This design comes from an exercise in tuning for a short achievable clock period and few clock cycles on the open sky130 flow, not from production work. Where RTL was checked, it was by simulation tests only, not by an equivalence proof against the original. For run 2, only the layout was checked, not whether the RTL still works. Power is estimated from default activity; no workload was simulated.

## flow/design.v

```verilog
module core
(
    input               clock,
    input               rst_n,
    input               ce,
    output reg  [31:0]  a,
    input       [31:0]  i,
    output reg  [31:0]  o,
    output reg  [ 3:0]  b,
    output reg          w
);
localparam [2:0] M_F = 3'd0, M_L1 = 3'd1, M_L2 = 3'd2, M_S1 = 3'd3, M_S2 = 3'd4;
reg  [ 2:0] mode;
reg  [31:0] fpc;             
reg  [31:0] ir, irpc;        
reg         irv;
reg  [31:0] rf [1:31];
reg  [31:0] ldlo, ldhi;      
reg  [ 1:0] ldoff;
reg  [ 2:0] ldf3;
reg  [ 4:0] ldrd;
reg         ldsplit;
reg         ldwb;            
reg  [31:0] sto2;
reg  [ 3:0] stb2;
reg         stsplit;
reg  [31:0] dnext;           
reg  [32:0] ma, mb;
reg         m0v, m0hi;
reg  [ 4:0] m0rd;
reg  [31:0] pll, plh, phl, phh;
reg  [31:0] mcor;            
reg         m1v, m1hi;
reg  [ 4:0] m1rd;
wire [ 6:0] op  = ir[6:0];
wire [ 4:0] rd  = ir[11:7];
wire [ 2:0] f3  = ir[14:12];
wire [ 4:0] rs1 = ir[19:15];
wire [ 4:0] rs2 = ir[24:20];
wire        f75 = ir[30];
wire is_lui   = op == 7'h37;
wire is_auipc = op == 7'h17;
wire is_jal   = op == 7'h6F;
wire is_jalr  = op == 7'h67;
wire is_br    = op == 7'h63;
wire is_ld    = op == 7'h03;
wire is_st    = op == 7'h23;
wire is_opi   = op == 7'h13;
wire is_op    = op == 7'h33;
wire is_mul   = is_op && ir[31:25] == 7'h01;
wire use1 = is_jalr | is_br | is_ld | is_st | is_opi | is_op;
wire use2 = is_br | is_st | is_op;
wire [31:0] immi = {{20{ir[31]}}, ir[31:20]};
wire [31:0] imms = {{20{ir[31]}}, ir[31:25], ir[11:7]};
wire [31:0] immb = {{20{ir[31]}}, ir[7], ir[30:25], ir[11:8], 1'b0};
wire [31:0] immj = {{12{ir[31]}}, ir[19:12], ir[20], ir[30:21], 1'b0};
wire [31:0] immu = {ir[31:12], 12'h000};
wire [63:0] ld64  = {ldhi, ldlo} >> {ldoff, 3'b000};
reg  [31:0] ldval;
always @(*) begin
    case (ldf3)
    3'b000:  ldval = {{24{ld64[7]}},  ld64[ 7:0]};
    3'b001:  ldval = {{16{ld64[15]}}, ld64[15:0]};
    3'b100:  ldval = {24'b0, ld64[ 7:0]};
    3'b101:  ldval = {16'b0, ld64[15:0]};
    default: ldval = ld64[31:0];
    endcase
end
wire [31:0] rf1 = (rs1 == 5'd0) ? 32'b0 : rf[rs1];
wire [31:0] rf2 = (rs2 == 5'd0) ? 32'b0 : rf[rs2];
wire [31:0] r1  = (ldwb && ldrd == rs1) ? ldval : rf1;
wire [31:0] r2  = (ldwb && ldrd == rs2) ? ldval : rf2;
wire [31:0] op2  = is_op ? r2 : immi;
wire [31:0] sum  = r1 + op2;
wire [32:0] dif  = {1'b0, r1} - {1'b0, op2};
wire        ltu  = dif[32];
wire        lt   = (r1[31] ^ op2[31]) ? r1[31] : dif[31];
wire [ 4:0] sha  = op2[4:0];
wire [31:0] sll  = r1 << sha;
wire [63:0] srw  = {{32{f75 & r1[31]}}, r1} >> sha;
wire [31:0] srx  = srw[31:0];
reg  [31:0] alu;
always @(*) begin
    case (f3)
    3'd0: alu = (is_op && f75) ? dif[31:0] : sum;
    3'd1: alu = sll;
    3'd2: alu = {31'b0, lt};
    3'd3: alu = {31'b0, ltu};
    3'd4: alu = r1 ^ op2;
    3'd5: alu = srx;
    3'd6: alu = r1 | op2;
    default: alu = r1 & op2;
    endcase
end
wire [32:0] bdif = {1'b0, r1} - {1'b0, r2};
wire        beq  = r1 == r2;
wire        bltu = bdif[32];
wire        blt  = (r1[31] ^ r2[31]) ? r1[31] : bdif[31];
reg         bcond;
always @(*) begin
    case (f3)
    3'd0: bcond = beq;
    3'd1: bcond = !beq;
    3'd4: bcond = blt;
    3'd5: bcond = !blt;
    3'd6: bcond = bltu;
    3'd7: bcond = !bltu;
    default: bcond = 1'b0;
    endcase
end
wire [31:0] ldaddr = r1 + immi;
wire [31:0] staddr = r1 + imms;
wire [31:0] pctgt  = irpc + (is_jal ? immj : immb);
wire [31:0] target = is_jalr ? {ldaddr[31:1], 1'b0} : pctgt;
wire        taken  = is_jal | is_jalr | (is_br & bcond);
reg  [31:0] wbval;
always @(*) begin
    if (is_lui)                 wbval = immu;
    else if (is_auipc)          wbval = irpc + immu;
    else if (is_jal | is_jalr)  wbval = fpc;        
    else                        wbval = alu;
end
wire wbrd = is_lui | is_auipc | is_jal | is_jalr | is_opi | (is_op & !is_mul);
wire hz1   = use1 && rs1 != 5'd0 && ((m0v && m0rd == rs1) || (m1v && m1rd == rs1));
wire hz2   = use2 && rs2 != 5'd0 && ((m0v && m0rd == rs2) || (m1v && m1rd == rs2));
wire stall = hz1 | hz2;
wire fire  = (mode == M_F) && irv && !stall;
wire wr1   = fire && wbrd && rd != 5'd0;
wire [ 1:0] soff  = staddr[1:0];
wire [63:0] sdat  = {32'b0, r2} << {soff, 3'b000};
wire [ 3:0] ssz   = (f3[1:0] == 2'b00) ? 4'b0001 : (f3[1:0] == 2'b01) ? 4'b0011 : 4'b1111;
wire [ 7:0] smsk  = {4'b0, ssz} << soff;
wire [ 1:0] loff  = ldaddr[1:0];
wire        lsplit = (f3[1:0] == 2'b10 && loff != 2'b00) || (f3[1:0] == 2'b01 && loff == 2'b11);
wire [63:0] prod = {phh, 32'b0} + {16'b0, phl, 16'b0} + {16'b0, plh, 16'b0}
                 + {32'b0, pll} - {mcor, 32'b0};
wire [31:0] mres = m1hi ? prod[63:32] : prod[31:0];
wire        wr2m = m1v && m1rd != 5'd0;
always @(posedge clock) begin
    if (ce) begin
        if (wr1)
            rf[rd] <= wbval;
        if (ldwb && !(wr1 && rd == ldrd))
            rf[ldrd] <= ldval;
        if (wr2m && !(wr1 && rd == m1rd))
            rf[m1rd] <= mres;
        ma   <= {(f3 == 3'd1 || f3 == 3'd2) & r1[31], r1};
        mb   <= {(f3 == 3'd1) & r2[31], r2};
        m0hi <= f3 != 3'd0;
        m0rd <= rd;
        pll  <= ma[15:0]  * mb[15:0];
        plh  <= ma[15:0]  * mb[31:16];
        phl  <= ma[31:16] * mb[15:0];
        phh  <= ma[31:16] * mb[31:16];
        mcor <= (ma[32] ? mb[31:0] : 32'b0) + (mb[32] ? ma[31:0] : 32'b0);
        m1hi <= m0hi;
        m1rd <= m0rd;
    end
end
always @(posedge clock) begin
    if (!rst_n) begin
        mode <= M_F;
        fpc  <= 32'b0;
        a    <= 32'b0;
        irv  <= 1'b0;
        w    <= 1'b0;
        o    <= 32'b0;
        b    <= 4'b0;
        ldwb <= 1'b0;
        m0v  <= 1'b0;
        m1v  <= 1'b0;
    end else if (ce) begin
        ldwb <= 1'b0;
        m0v  <= fire && is_mul && rd != 5'd0;
        m1v  <= m0v && !(wr1 && rd == m0rd);
        case (mode)
        M_F: begin
            if (!irv) begin
                ir   <= i;
                irpc <= fpc;
                irv  <= 1'b1;
                fpc  <= fpc + 32'd4;
                a    <= fpc + 32'd4;
            end else if (fire) begin
                if (taken) begin
                    irv  <= 1'b0;
                    fpc  <= target;
                    a    <= target;
                end else begin
                    ir   <= i;
                    irpc <= fpc;
                    fpc  <= fpc + 32'd4;
                    if (is_ld) begin
                        a       <= ldaddr;
                        mode    <= M_L1;
                        ldoff   <= loff;
                        ldf3    <= f3;
                        ldrd    <= rd;
                        ldsplit <= lsplit;
                        dnext   <= {ldaddr[31:2] + 30'd1, 2'b00};
                    end else if (is_st) begin
                        a       <= staddr;
                        mode    <= M_S1;
                        w       <= 1'b1;
                        o       <= sdat[31:0];
                        b       <= ~smsk[3:0];
                        sto2    <= sdat[63:32];
                        stb2    <= ~smsk[7:4];
                        stsplit <= smsk[7:4] != 4'b0;
                        dnext   <= {staddr[31:2] + 30'd1, 2'b00};
                    end else begin
                        a       <= fpc + 32'd4;
                    end
                end
            end
        end
        M_L1: begin
            ldlo <= i;
            if (ldsplit) begin
                a    <= dnext;
                mode <= M_L2;
            end else begin
                a    <= fpc;
                mode <= M_F;
                ldwb <= ldrd != 5'd0;
            end
        end
        M_L2: begin
            ldhi <= i;
            a    <= fpc;
            mode <= M_F;
            ldwb <= ldrd != 5'd0;
        end
        M_S1: begin
            if (stsplit) begin
                a    <= dnext;
                o    <= sto2;
                b    <= stb2;
                mode <= M_S2;
            end else begin
                a    <= fpc;
                w    <= 1'b0;
                mode <= M_F;
            end
        end
        default: begin
            a    <= fpc;
            w    <= 1'b0;
            mode <= M_F;
        end
        endcase
    end
end
endmodule
```

## flow/run.sh

```bash
#!/bin/bash
# synth_recipe.tcl (not shown) runs the flow's synth.tcl, then flattens the netlist and writes it again
# the make line also repeats each setting of config.mk as NAME=value (left out here)
make -C /OpenROAD-flow-scripts/flow DESIGN_CONFIG=/design/flow/config.mk WORK_HOME=/design/flow/orfs CLKGATE_MAP_FILE= SYNTH_SCRIPT=/design/flow/synth_recipe.tcl finish
```

## flow/config.mk

```make
export PLATFORM = sky130hd
export DESIGN_NAME = core
export DESIGN_NICKNAME = core
export VERILOG_FILES = /design/flow/design.v
export SDC_FILE = /design/flow/constraint.sdc
export NUM_CORES = 4
export LEC_CHECK = 0
export CAP_MARGIN = 20
export CORE_MARGIN = 2
export CORE_UTILIZATION = 30
export SLEW_MARGIN = 20
```

## flow/constraint.sdc

```tcl
create_clock -name core_clock -period 21.0 [get_ports {clock}]
set_input_delay 4.2000 -clock core_clock [delete_from_list [all_inputs] [get_ports {clock}]]
set_output_delay 4.2000 -clock core_clock [all_outputs]
set_load 0.01 [all_outputs]
```

==> results of run 1 <==
kinds of logic after synthesis:
family | after synthesis | share of synthesized area [%]
compound gates | 4220 | 17.5
fa+ha+maj | 1618 | 18.1
xor+xnor | 438 | 2.62
buf+inv | 2693 | 7.22
simple gates | 4711 | 14.6
flops | 1537 | 30.7
mux | 740 | 9.31
per-layer routing:
metal,wire length (um),global-route usage (%),up-vias,part of all wire (%)
met5,463,0.578,-,0.064
met4,52900,16.1,28,7.3
li1,-,-,55700,-
met2,283000,39.2,10800,39
met3,112000,11.9,2493,16
met1,272000,36.5,67300,38
synth_stat cells (43+ instances only):
cell type,count
a211oi_1,188
a21o_1,145
a21oi_1,1484
a221oi_1,74
a22oi_1,55
a31oi_1,120
and2_1,580
and3_1,68
buf_1,43
buf_2,166
clkbuf_1,1085
dfxtp_1,118
edfxtp_1,1419
fa_1,833
ha_1,785
inv_1,1330
mux2_2,53
mux2i_1,194
mux4_2,493
nand2_1,1666
nand2b_1,58
nand3_1,475
nand4_1,55
nor2_1,1284
nor2b_1,65
nor3_1,261
o211ai_1,218
o21a_1,56
o21ai_0,1033
o21ai_1,146
o21bai_1,55
o221ai_1,78
o22ai_1,178
or3_1,43
xnor2_1,280
xor2_1,158
power groups by stage:
stage,Clock (mW),Sequential [mW],Combinational [mW]
2_1_floorplan,0,4.37,14.7
3_3_place_gp,0,4.46,21.6
3_5_place_dp,0,4.46,21.7
4_1_cts,3.54,4.40,21.9
5_1_grt,3.64,4.41,24.3
6_report,3.55,4.40,22.4
layout by cell type (no fill, tap or decap), types with 46 or more instances in the layout:
cell type        count
a21oi_1           1459
and3_1              68
a31oi_1            110
nor2_2              46
o211ai_1           218
o21ai_1            140
edfxtp_1          1419
nand3_1            473
buf_4              588
nand4_1             55
a21o_1             145
xnor2_1            280
a211oi_1           187
o21a_1              54
mux4_2             493
o22ai_1            173
a22oi_1             55
clkbuf_16          187
clkdlybuf4s50_1    102
dfxtp_1            109
nand2b_1            55
and2_1             580
nor3_1             255
inv_1             1330
o21bai_1            55
o21ai_0           1009
o221ai_1            74
fa_1               833
nand2_1           1660
mux2_2              53
nor2_1            1231
nor2b_1             65
a221oi_1            74
ha_1               784
mux2i_1            186
xor2_1             158
state kept, by name, summed over array words and instances, names as in the netlist, 32 cells and up, named ones only:
name and count:
ldlo 32, mcor 32, fpc 32, o 32
rf 992, ir 32, a 32, phl 32
pll 32, irpc 32, ma 33, plh 32
mb 33, phh 32
worst max-delay path by stage:
stage / startpoint / endpoint / slack [ns] / cells after the start
2_1_floorplan: register / register / 12.17 / 37
3_3_place_gp: register / rf[28][0] / 10.15 / 33
3_5_place_dp: register / rf[24][0] / 10.21 / 33
4_1_cts: register / rf[9][0] / 10.09 / 33
5_1_grt: register / rf[9][0] / 9.18 / 33
6_report: register / rf[9][0] / 9.57 / 33
worst max-delay path: cells and delay by family, from the launching register on:
kind	cells	cell delay [ns]
compound gates	23	6.26
buf+inv	4	1.83
flops	1	1.01
mux	1	0.60
fa+ha+maj	2	0.59
simple gates	3	0.53
area by class of cell:
cell class	count	area, um2
Antenna cell	44	110
Clock buffer	228	4980
Clock inverter	106	1420
Fill cell	49700	324000
Inverter	1345	5050
Multi-Input combinational cell	11700	92100
Sequential cell	1537	45000
Tap cell	6450	8070
Timing Repair Buffer	699	5600
==> results_dict.tcl, run 1 <==
set metrics [dict create \
    synth_top_cells_by_area "edfxtp_1 29%, fa_1 11%, mux4_2 7.6%" \
    cts_setup_buffers 0 \
    required_ns 21.53 \
    drive_gt1_share_pct 11.1 \
    numPortBuffers 103 \
    yosysSeqAreaShare_pct 30.7 \
    combPwrFrac_pct 73.8 \
    holdPathStages 0 \
    period_share_pct 54.4 \
    endpoint_kind "register" \
    tightest_slew_ns 1.36 \
    async_reset_ff_share_pct 0 \
    ys_dominant_reg_cell "edfxtp_1" \
    antenna_found_initial 68 \
    fin_util_pct 33.4 \
    grt_pass1_wl_um 996000 \
    grt-ovfl-total 0 \
    track_usage_pct 28.2 \
    dpl.hpwl_um 498000 \
    drcViolationCount 0 \
    critPathMostFrequentCell "a21oi_1" \
    min-delay-start "m0hi" \
    place_inst 21800 \
    place_worst_setup_slack_ns 10.21 \
    hold-worst-slack_ns 0.419 \
    internal-power_mw 14.0 \
    peakVddDrop_v 0.000661 \
    grt_max_degree 120 \
    critPathMaxFanout 38 \
    syn_nets 17600 \
    post_cts_resized 0 \
    synth.avg_cell_area_um2 9.18 \
    rows 256 \
    yosys.area.top_type "edfxtp_1" \
    final_max_slew_viol_count 0 \
    hold_violations 0 \
    first_global_vias 129000 \
    drv_cap 0 \
    insertion_delay_ns 0.99 \
    vias_per_cell 6.15 \
    fin_area_mm2 0.162 \
    syn-instance-count 16000 \
    seqPwrFrac_pct 14.5 \
    power.share.clock_pct 11.7 \
    cts_tree "yes" \
    die-height_um 703 \
    drt-initial-drc-count 22900 \
    setup_viol_count_final 0 \
    ctsHtreeMaxLevel 4 \
    fp.coreArea_mm2 0.486 \
    ys_warn_count 1 \
    max_clock_freq_mhz 87.5 \
    avgRoutedWirePerCell_um 32.5 \
    ys_types 113 \
    syn-cell-area_mm2 0.146 \
    cts-buffers-inserted 184 \
    io_pins 104 \
    path_class "reg -> reg" \
    fin_worst_skew_ns 0.194 \
    synth_top_area_share_pct 29.1 \
    synth_edf_count 1419 \
    die-area_mm2 0.494 \
    setup_tns_ns 0 \
    cts_buffer_depth 4 \
    ys_ff_latch 1537 \
    reg2reg_depth 33 \
    power_mw 30.3 \
    gp_congestion 1.05 \
    placed_area_mm2 0.156 \
    ant_nets 0 \
    regToRegSetupSlack_ns 9.57 \
    switchingPower_mw 16.3 \
    reg2reg_to "rf[9][0]" \
    power.leakage_nw 63.1 \
    start_util_pct 30.1 \
    pwr_density_cell_mw_per_mm2 187 \
    drt-total-wl_um 720000 \
    syn_to_final_growth_pct 10.9 \
    period_needed_ns 11.43 \
    clkTransAtPathRegs_ns 0.06 \
    status "no timing/DRC/antenna violations" \
    max_slew_margin_pct 9.61 \
    die_width_um 703 \
    clockRootBuffer "clkbuf_16" \
    slowest_delay_ns 1.01 \
    first_pass_iters 8 \
    numClockSinks 1537 \
    holdPathEnd "m1hi" \
    p_sw_share_pct 53.9 \
    final_nets 17100 \
    hp-class "reg -> reg" \
    worstPathArrival_ns 11.96 \
    holdBufCountCts 0 \
    critPathLaunchType "register" \
    rsz0062_at_grt "no" \
    fin_cells 22100 \
    setup_slack_ns 9.57 \
    num_vias 136000 \
    cpMaxStageDelayCell "dfxtp_4" \
]
Testbench counts, summed over its fixed seeds: cycles 156,677.
==> run 2, diff against run 1 <==
--- a/flow/design.v
+++ b/flow/design.v
@@ -30,4 +30,4 @@
 reg  [ 4:0] m0rd;
-reg  [31:0] pll, plh, phl, phh;
-reg  [31:0] mcor;            
+reg  [33:0] pll, plh, phl;
+reg  [33:0] phh;
 reg         m1v, m1hi;
@@ -79,4 +79,3 @@
 wire [31:0] sll  = r1 << sha;
-wire [63:0] srw  = {{32{f75 & r1[31]}}, r1} >> sha;
-wire [31:0] srx  = srw[31:0];
+wire [31:0] srx  = $signed({f75 & r1[31], r1}) >>> sha;
 reg  [31:0] alu;
@@ -134,4 +133,4 @@
 wire        lsplit = (f3[1:0] == 2'b10 && loff != 2'b00) || (f3[1:0] == 2'b01 && loff == 2'b11);
-wire [63:0] prod = {phh, 32'b0} + {16'b0, phl, 16'b0} + {16'b0, plh, 16'b0}
-                 + {32'b0, pll} - {mcor, 32'b0};
+wire [63:0] prod = {phh[31:0], 32'b0} + {{14{phl[33]}}, phl, 16'b0}
+                 + {{14{plh[33]}}, plh, 16'b0} + {30'b0, pll};
 wire [31:0] mres = m1hi ? prod[63:32] : prod[31:0];
@@ -150,7 +149,6 @@
         m0rd <= rd;
-        pll  <= ma[15:0]  * mb[15:0];
-        plh  <= ma[15:0]  * mb[31:16];
-        phl  <= ma[31:16] * mb[15:0];
-        phh  <= ma[31:16] * mb[31:16];
-        mcor <= (ma[32] ? mb[31:0] : 32'b0) + (mb[32] ? ma[31:0] : 32'b0);
+        pll  <= {18'b0, ma[15:0]} * {18'b0, mb[15:0]};
+        plh  <= $signed({1'b0, ma[15:0]}) * $signed(mb[32:16]);
+        phl  <= $signed(ma[32:16]) * $signed({1'b0, mb[15:0]});
+        phh  <= $signed(ma[32:16]) * $signed(mb[32:16]);
         m1hi <= m0hi;
==> results_dict.tcl, run 2 <==
set metrics [dict create \
    critPathMaxFanout 97 \
    place_inst 20900 \
    die-height_um 701 \
    cts-buffers-inserted 185 \
    pwr_density_cell_mw_per_mm2 197 \
    ys_warn_count 1 \
    avgRoutedWirePerCell_um 30.3 \
    max_slew_margin_pct 9.45 \
    max_clock_freq_mhz 92.2 \
    numClockSinks 1509 \
    setup_viol_count_final 0 \
    track_usage_pct 25.4 \
    synth_edf_count 1391 \
    drcViolationCount 0 \
    antenna_found_initial 39 \
    clkTransAtPathRegs_ns 0.07 \
    power.leakage_nw 62.8 \
    grt_max_degree 98 \
    syn_to_final_growth_pct 10.3 \
    ys_dominant_reg_cell "edfxtp_1" \
    final_cell_mix "1516 x nand2_1, 1415 x inv_1, 1391 x edfxtp_1" \
    holdBufCountCts 0 \
    reg_top3 "rf (992), phl (34), plh (34)" \
    cts_tree "yes" \
    yosys.area.top_type "edfxtp_1" \
    rsz0062_at_grt "no" \
    place_worst_setup_slack_ns 10.39 \
    tightest_slew_ns 1.36 \
    wl_met3_um 84800 \
    final_common_cell "nand2_1" \
    dpl.hpwl_um 464000 \
    syn-instance-count 15100 \
    fp.coreArea_mm2 0.483 \
    critPathLaunchType "register" \
    synth_most_common_cell "nand2_1" \
    path_class "reg -> reg" \
    worstPathArrival_ns 11.65 \
    drt-met1-wl_um 254000 \
    yosysSeqAreaShare_pct 30.3 \
    rows 255 \
    ant_nets 0 \
    grt-ovfl-total 0 \
    fillerInstances 49200 \
    period_share_pct 51.6 \
    critPathMostFrequentCell "buf_4" \
    final_max_slew_viol_count 0 \
    synth.avg_cell_area_um2 9.65 \
    fin_cells 21300 \
    slowest_delay_ns 0.87 \
    fin_worst_skew_ns 0.135 \
    ys_types 103 \
    first_pass_iters 7 \
    top_register "rf" \
    final_nets 16400 \
    largest_register_ffs 992 \
    start_util_pct 30.2 \
    gp_congestion 1.01 \
    drt-total-wl_um 645000 \
    vias_per_cell 5.99 \
    ctsHtreeMaxLevel 4 \
    die_width_um 701 \
    status "no timing/DRC/antenna violations" \
    setup_tns_ns 0 \
    io_pins 104 \
    synth_top_cells_by_area "edfxtp_1 29%, fa_1 14%, mux4_2 8.7%" \
    insertion_delay_ns 0.97 \
    first_global_vias 122000 \
    die-area_mm2 0.491 \
    clockRootBuffer "clkbuf_16" \
    drive_gt1_share_pct 11.8 \
    hold_violations 0 \
    drv_cap 0 \
    top_layer_used "met5" \
    cp_top_family "buffers and inverters" \
    crit_buf_inv 7 \
    hp-class "reg -> reg" \
    syn_nets 16800 \
    route.met2.wl_um 264000 \
    cts_buffer_depth 4 \
    required_ns 21.80 \
    cts_setup_buffers 0 \
    period_needed_ns 10.85 \
    cpMaxStageDelayCell "dfxtp_4" \
    peakVddDrop_v 0.000542 \
    endpoint_kind "register" \
    drt-initial-drc-count 18800 \
    num_vias 127000 \
    async_reset_ff_share_pct 0 \
    post_cts_resized 0 \
    synth_top_area_share_pct 28.7 \
    ys_ff_latch 1509 \
    syn-cell-area_mm2 0.146 \
    synth_commonest_cells "1532 x nand2_1, 1416 x inv_1, 1391 x edfxtp_1, 1317 x nor2_1, 1134 x a21oi_1" \
    grt_pass1_wl_um 910000 \
    numPortBuffers 103 \
    setup_slack_ns 10.15 \
]
## run 2: cell types whose count changed after synthesis, moves of 76 or more
cell,previous run,this run
nor3_1,261,171
o21ai_0,1033,784
inv_1,1330,1416
nand3_1,475,119
ha_1,785,662
mux2i_1,194,305
nand2_1,1666,1532
o211ai_1,218,98
fa_1,833,1020
a211oi_1,188,301
a21oi_1,1484,1134
clkbuf_1,1085,1009
## run 2: cells by family (layout without fill, tap and decap cells)
kind of cell	Yosys count	count (layout)	synth area share, %
AND/OR/NAND/NOR	4091	4091	12.5
AO/OA/AOI/OAI	3829	3829	16.8
buffers and inverters	2683	2404	7.23
adder cells (fa/ha/maj)	1682	1682	19.7
flip-flops	1509	1509	30.3
multiplexers	912	912	11.1
XOR/XNOR	390	390	2.34
other	0	14	0
## run 2: where the power goes
part / internal [mW] / switching (mW)
sequential: 4.43 / 0.161
combinational: 8.75 / 15.1
clock: 1.75 / 1.46
## run 2: final cells by class
cell class | instances | area [um2] | share of cell area, %
Clock buffer | 230 | 4900 | 3.05
Clock inverter | 103 | 786 | 0.489
Sequential cell | 1509 | 44200 | 27.5
Timing Repair Buffer | 645 | 5210 | 3.24
Multi-Input combinational cell | 10900 | 92300 | 57.4
Inverter | 1426 | 5360 | 3.33
Antenna cell | 14 | 35.0 | 0.0218
Tap cell | 6425 | 8040 | 5.00
## run 2: final timing paths
path,startpoint,to,slack [ns],depth (start not counted)
min,m0hi,m1hi,0.44,0
max reg2reg,register,register,10.15,32
max,register,register,10.15,32
min reg2reg,m0hi,m1hi,0.44,0
## run 2: through the flow
stage	hold WS, ns	total power [mW]	util (%)	area (um2)
after floorplan	0.400	21.0	-	146000
after global placement	0.410	27.8	32.1	155000
after detailed placement	0.416	27.9	32.1	155000
after CTS	0.439	31.4	33.3	161000
after global routing	0.448	34.3	33.3	161000
final	0.439	31.7	33.3	161000
## run 2: per-layer routing
metal	global-route usage, %	up-vias
met2	36.4	8872
met5	0	-
met4	13.6	24
li1	-	52700
met1	34.5	63800
met3	7.39	1881
## run 2: worst register-to-register path: cells and delay by family (launching register included)
family | cells | cell delay (ns)
buffers and inverters | 7 | 3.68
AOI/OAI and AO/OA | 15 | 3.31
muxes | 3 | 1.46
and+or+nand+nor | 5 | 0.88
DFF | 1 | 0.87
adders and majority gates | 2 | 0.50

-- port drivers added, routing unchanged --
How much do the figures lean on ideal ports? The routed layouts below were timed once more, with nothing changed but the port constraints.
Step 1 assumes that a clkbuf_16 drives the clock port and a buf_2 every other input.
Step 2, shift: input delay + t, output delay - t, t = (earliest + latest rising clock arrival at the registers) / 2. This alone moves slack from input paths to output paths.
a / b / c = ideal / step 1 / step 2; a / b = the first two.
| run | t (ns) | setup slack, ns | slew at the worst register clock pin (ns) |
|---|---|---|---|
| run 1 | 1.023 | 9.573 / 9.573 / 9.573 | 0.10 / 0.10 |
| run 2 | 1.023 | 10.155 / 10.155 / 10.155 | 0.07 / 0.07 |
After both steps every run listed still meets setup and hold.
